Context: an optimization exercise on an open-source flow, tuned for small area, a short achievable clock period and few clock cycles per item. The choices shown serve that exercise and are no tape-out recipe.
RTL that was checked went through simulation tests only; none was proved equivalent to the original.

## run A
Design f32_mult, start of the top module:
module f32_mult (
  input logic clk, rst_n,
  input logic [31:0] a, b,
  input logic start,
  output logic done,
  output logic [31:0] p
);
Size in the first run: about 3,200 cells after synthesis.
export LEC_CHECK = 0
export ABC_AREA = 1
export CAP_MARGIN = 20
export CORE_MARGIN = 2
export CORE_UTILIZATION = 40
export PLACE_DENSITY = 0.75
export SETUP_SLACK_MARGIN = 4.6
export SLEW_MARGIN = 20
export SYNTH_HIERARCHICAL = 1
export SYNTH_MINIMUM_KEEP_SIZE = 0
create_clock -name core_clock -period 12.0 [get_ports {clk}]
standard.sh (not shown) runs the stock make flow with config.mk's settings and CLKGATE_MAP_FILE= SYNTH_SCRIPT=/design/flow/synth_recipe.tcl, a recipe that flattens the netlist after the stock synthesis.
==> flow/flow/run.sh <==
#!/bin/bash
# The standard layout, with the input/output port buffers made from plain
# buf cells (buffer_ports otherwise picks a slow delay cell for them).
set -euo pipefail
bash standard.sh "BUFFER_PORTS_ARGS=-buffer_cell sky130_fd_sc_hd__buf_4" finish > standard_flow.log 2>&1
Relative to run A, the following input files were edited for run B:
- swapping 4.6 for 5.0 in SETUP_SLACK_MARGIN
[summary]
- Diff run B..run A | count of multi-input gates | unchanged
- Higher iteration-0 DRC count of the detailed router was reported by run B, not run A.
- ~same portion of the clock cycle consumed by the worst path in the final layout in run B and run A
- On area occupied by registers, run B and run A are neck and neck.
- The wire length on met1 reported for run B is greater than that of run A by 160 um.
- Setup WNS run A -> run B: worse
[inputs] run C vs run B
- a change of SETUP_SLACK_MARGIN from 5.0 to 4.0
==> results.txt <==
- For run C and run B, there was not a single run that failed to finish clean.
- Compared to run B, the routing of run C uses less wire.
- Cell count: run C lower than run B
- [compare] base=run B new=run C: count of non-CTS buffers in the layout lost 94; slack of the critical path lost 0.28 ns; wire length of the first global-routing pass lost 6000 um; final period demand of the worst path picked up an extra 0.28 ns.
Relative to run C, the following input files were edited for run D:
- changing SETUP_SLACK_MARGIN from 4.0 to 1.5
### Flow results
- Summary — non-clock buffer count, run D relative to run C: lower, by 21.
- Run D against run C; global-route wire length before repair is down slightly.
- NOTE count of placed standard cells in the final layout, fillers left out run C->run D decreased slightly
- Run D finished every stage and its layout cleared the timing, design-rule and antenna checks.
- The first-iteration DRC count reported for run D is smaller than that of run C by 385.
- Re layout cell share with drive strength beyond 1: run D is 1.4 points down on run C.
- Slew of the pin with the lowest slew margin was higher in the run labelled run C.
No run of this note included a check of the RTL's function; only the layout flow was run.

========
## job 101
f32_mult, a different RTL version from the one above (not shown whole).
For scale: roughly 3100 cells after synthesis, about 33 flip-flops.
export LEC_CHECK = 0
export ABC_AREA = 1
export CAP_MARGIN = 20
export CORE_MARGIN = 2
export CORE_UTILIZATION = 40
export PLACE_DENSITY = 0.75
export SETUP_SLACK_MARGIN = 1.2
export SLEW_MARGIN = 20
export SYNTH_HIERARCHICAL = 1
export SYNTH_MINIMUM_KEEP_SIZE = 0
create_clock -name core_clock -period 12.0 [get_ports {clk}]
Scripts as last shown in full above: flow/flow/run.sh
Input changes introduced in job 102 (baseline for comparison: job 101):
Settings: swapping 1.2 for 1.8 in SETUP_SLACK_MARGIN.
==> comparison <==
Job 102 reached the end of the flow, and the finished layout is clean on the timing, design-rule and antenna checks.
Job 101 completed end to end with timing, DRC and antenna clean.
Per the comparison of job 102 with job 101, instance count on the critical path went down 4.
For the worst setup slack, job 102 came in 440 ps higher than job 101 did.
[compare] base=job 101 new=job 102: pin slew with the least headroom to its limit now sits lower; fmax now sits higher.
When job 102 is measured against job 101, its met1 demand-to-capacity share in global routing turns out 0.21 points higher.
Changes in job 103 relative to job 102:
Settings: changing SETUP_SLACK_MARGIN from 1.8 to 1.5.
--- outcome ---
- Taking job 102 as the reference, in job 103 worst setup slack decreased by 220 ps relative to the old numbers, critical-path maximum fanout increased by 5 relative to the old numbers, share of final-layout standard cells stronger than drive strength 1 decreased by 1.8 points relative to the old numbers, first-pass GRT wire length closely matched the old numbers.
- Taking job 102 as the reference, in job 103 via count of the first global-routing pass neither gained nor lost much, sequential share of layout area was more or less identical.
Function was not checked in any run of this note: the RTL went through the layout flow alone.

========
job 3809:
f32_mult, a different RTL version from the one above (not shown whole).
For scale: roughly 3200 cells after synthesis, about 140 flip-flops, about 100 I/O pins.
==> flow/config.mk <==
export PLATFORM = sky130hd
export DESIGN_NAME = f32_mult
export DESIGN_NICKNAME = f32_mult
export VERILOG_FILES = /design/flow/design.v
export SDC_FILE = /design/flow/constraint.sdc
export NUM_CORES = 4
export LEC_CHECK = 0
export ABC_AREA = 1
export CAP_MARGIN = 20
export CORE_MARGIN = 2
export CORE_UTILIZATION = 40
export PLACE_DENSITY = 0.75
export SETUP_SLACK_MARGIN = 4.0
export SLEW_MARGIN = 20
export SYNTH_HIERARCHICAL = 1
export SYNTH_MINIMUM_KEEP_SIZE = 0
==> flow/constraint.sdc <==
create_clock -name core_clock -period 12.0 [get_ports {clk}]
set_input_delay 2.4000 -clock core_clock [delete_from_list [all_inputs] [get_ports {clk}]]
set_output_delay 2.4000 -clock core_clock [all_outputs]
set_load 0.01 [all_outputs]
Scripts as last shown in full above: flow/flow/run.sh
Job 3809 completed every stage of the flow, and the final layout passed the timing, design-rule and antenna checks.
Testbench counts of job 3809, summed over its fixed seeds: cycles 12,000, ops 12,000.
Edits applied to the flow inputs when going from job 3809 to job 3942:
# job 3809
export LEC_CHECK = 0
export ABC_AREA = 1
export CAP_MARGIN = 20
export CORE_MARGIN = 2
export CORE_UTILIZATION = 40
export PLACE_DENSITY = 0.75
export SETUP_SLACK_MARGIN = 4.0
export SLEW_MARGIN = 20
export SYNTH_HIERARCHICAL = 1
export SYNTH_MINIMUM_KEEP_SIZE = 0
create_clock -name core_clock -period 12.0 [get_ports {clk}]
# job 3942
export LEC_CHECK = 0
export ABC_AREA = 1
export CAP_MARGIN = 20
export CORE_MARGIN = 2
export CORE_UTILIZATION = 40
export PLACE_DENSITY = 0.75
export SETUP_SLACK_MARGIN = 4.4
export SLEW_MARGIN = 20
export SYNTH_HIERARCHICAL = 1
export SYNTH_MINIMUM_KEEP_SIZE = 0
create_clock -name core_clock -period 12.0 [get_ports {clk}]
==> results.txt <==
- Job 3809 and job 3942 ended up with nearly the same sequential share of cell area.
- Share of layout cells above drive strength 1 across job 3809 and job 3942: no real change.
- From job 3809 to job 3942 the numbers moved as follows: highest fanout seen on the critical path fell 42%; number of resized instances in the post-cts repair step picked up an extra 1; routed length per placed instance saw little to no change.
- Job 3942 ends up with higher setup slack of the critical path after layout than job 3809 does.
- Reported for job 3809 and job 3942, largest net degree at the start of global routing turned out identical to the last digit.
- On length of routed wiring on met1: job 3942 sits below job 3809.
- Between job 3809 and job 3942, the area occupied by multi-input gates figures differ only marginally.
- [compare] base=job 3809 new=job 3942: wire length after detailed routing shows no meaningful change, share of the clock period used by the worst path shrank by 0.70 points.

========
== the previous run ==
Another version of the RTL of f32_mult (not shown whole).
For scale: about 3,200 cells after synthesis, ~100 I/O pins, ~23,000 sq um of cells after synthesis.
## f32_mult
module f32_mult (
  input logic clk, rst_n,
  input logic [31:0] a, b,
  input logic start,
  output logic done,
  output logic [31:0] p
);
function automatic logic [4:0] lzc24(input logic [23:0] x);
  lzc24 = 5'd23;
  for (int i = 0; i < 24; i++)
    if (x[i]) lzc24 = 5'(23 - i);
endfunction
function automatic logic [4:0] tzc24(input logic [23:0] x);
  tzc24 = 5'd23;
  for (int i = 23; i >= 0; i--)
    if (x[i]) tzc24 = 5'(i);
endfunction
logic s_r;
logic a_ez, b_ez, a_fz, b_fz, a_emax, b_emax;
logic a_nan, b_nan, a_inf, b_inf, a_zero, b_zero, a_den, b_den;
assign s_r    = a[31] ^ b[31];
assign a_ez   = (a[30:23] == 8'h00);
assign b_ez   = (b[30:23] == 8'h00);
assign a_fz   = (a[22:0] == 23'h0);
assign b_fz   = (b[22:0] == 23'h0);
assign a_emax = (a[30:23] == 8'hFF);
assign b_emax = (b[30:23] == 8'hFF);
assign a_nan  = a_emax & ~a_fz;
assign b_nan  = b_emax & ~b_fz;
assign a_inf  = a_emax & a_fz;
assign b_inf  = b_emax & b_fz;
assign a_zero = a_ez & a_fz;
assign b_zero = b_ez & b_fz;
assign a_den  = a_ez & ~a_fz;
assign b_den  = b_ez & ~b_fz;
logic [23:0] m_a, m_b;
logic [8:0] x_sum;
assign m_a = {~a_ez, a[22:0]};
assign m_b = {~b_ez, b[22:0]};
assign x_sum = {1'b0, a[30:24], a[23] | a_ez} + {1'b0, b[30:24], b[23] | b_ez};
logic [47:0] rx, ry;
  logic b10, b20, bn0, bp_0_0, bp_0_1, bp_0_2, bp_0_3, bp_0_4, bp_0_5, bp_0_6, bp_0_7, bp_0_8;
  logic bp_0_9, bp_0_10, bp_0_11, bp_0_12, bp_0_13, bp_0_14, bp_0_15, bp_0_16, bp_0_17, bp_0_18, bp_0_19, bp_0_20;
  ...
export LEC_CHECK = 0
export ABC_AREA = 1
export CAP_MARGIN = 20
export CORE_MARGIN = 2
export CORE_UTILIZATION = 40
export PLACE_DENSITY = 0.75
export SETUP_SLACK_MARGIN = 3.6
export SLEW_MARGIN = 20
export SYNTH_HIERARCHICAL = 1
export SYNTH_MINIMUM_KEEP_SIZE = 0
create_clock -name core_clock -period 12.0 [get_ports {clk}]
Scripts as last shown in full above: flow/flow/run.sh
The previous run: flow completed, timing, DRC and antenna clean
Testbench counts of the previous run, summed over its fixed seeds: cycles 12,000, ops 12,000.
[inputs] the current run vs the previous run
# the previous run
export LEC_CHECK = 0
export ABC_AREA = 1
export CAP_MARGIN = 20
export CORE_MARGIN = 2
export CORE_UTILIZATION = 40
export PLACE_DENSITY = 0.75
export SETUP_SLACK_MARGIN = 3.6
export SLEW_MARGIN = 20
export SYNTH_HIERARCHICAL = 1
export SYNTH_MINIMUM_KEEP_SIZE = 0
create_clock -name core_clock -period 12.0 [get_ports {clk}]
# the current run
export LEC_CHECK = 0
export ABC_AREA = 1
export CAP_MARGIN = 20
export CORE_MARGIN = 2
export CORE_UTILIZATION = 40
export PLACE_DENSITY = 0.75
export SETUP_SLACK_MARGIN = 4.0
export SLEW_MARGIN = 20
export SYNTH_HIERARCHICAL = 1
export SYNTH_MINIMUM_KEEP_SIZE = 0
create_clock -name core_clock -period 12.0 [get_ports {clk}]
Delta (the current run minus the previous run): clock period minus final worst setup slack saw a decrease, cell count saw little to no change. Diff the previous run -> the current run: setup slack picked up an extra 0.34 ns; number of enable flip-flop cells after synthesis now sits at about the same level; wire length on met2 went up 130 um; final cycle utilization of the critical path lower. Status: design area parity (the previous run, the current run).

port drivers added, routing unchanged:
The flow's constraints put no driver on any port. The routed layouts listed below were extracted and timed again, unchanged, in two steps. Step 1, drivers: a clkbuf_16 drives clk and a buf_2 each remaining input, both assumed. Step 2 times the ports against the registers' clock, not the clock port: input delays grow and output delays shrink by t, the midpoint of the rising clock arrivals with the driver on. a / b / c = no drivers / after step 1 / after step 2; a / b = the first two.
run | shift t [ns] | setup WS [ns] | hold WS [ns] | worst register clock-pin slew, ns
run A | 0.489 | 4.669 / 4.611 / 4.283 | 1.726 / 1.696 / 2.186 | 0.07 / 0.07
run B | 0.494 | 4.654 / 4.597 / 4.609 | 1.720 / 1.691 / 2.185 | 0.07 / 0.07
run C | 0.490 | 4.378 / 4.322 / 4.258 | 1.721 / 1.693 / 2.183 | 0.07 / 0.07
run D | 0.494 | 3.653 / 3.593 / 4.088 | 1.720 / 1.688 / 2.183 | 0.07 / 0.07
job 101 | 0.328 | 1.561 / 1.575 / 1.248 | 1.869 / 1.854 / 2.182 | 0.06 / 0.06
job 102 | 0.329 | 2.006 / 2.023 / 1.695 | 1.869 / 1.853 / 2.182 | 0.06 / 0.06
job 103 | 0.328 | 1.784 / 1.800 / 1.472 | 1.872 / 1.855 / 2.183 | 0.06 / 0.06
job 3809 | 0.505 | 4.629 / 4.571 / 4.237 | 1.710 / 1.678 / 2.183 | 0.07 / 0.07
job 3942 | 0.506 | 4.713 / 4.726 / 4.243 | 1.711 / 1.678 / 2.184 | 0.07 / 0.07
the previous run | 0.509 | 4.064 / 4.002 / 4.068 | 1.706 / 1.669 / 2.178 | 0.07 / 0.07
the current run | 0.505 | 4.409 / 4.347 / 4.090 | 1.709 / 1.673 / 2.178 | 0.07 / 0.07
After both steps setup and hold are still met in every run listed. For job 3942, which loses most, drivers alone change the setup slack by +0.013 ns; drivers and shift together by -0.470 ns.
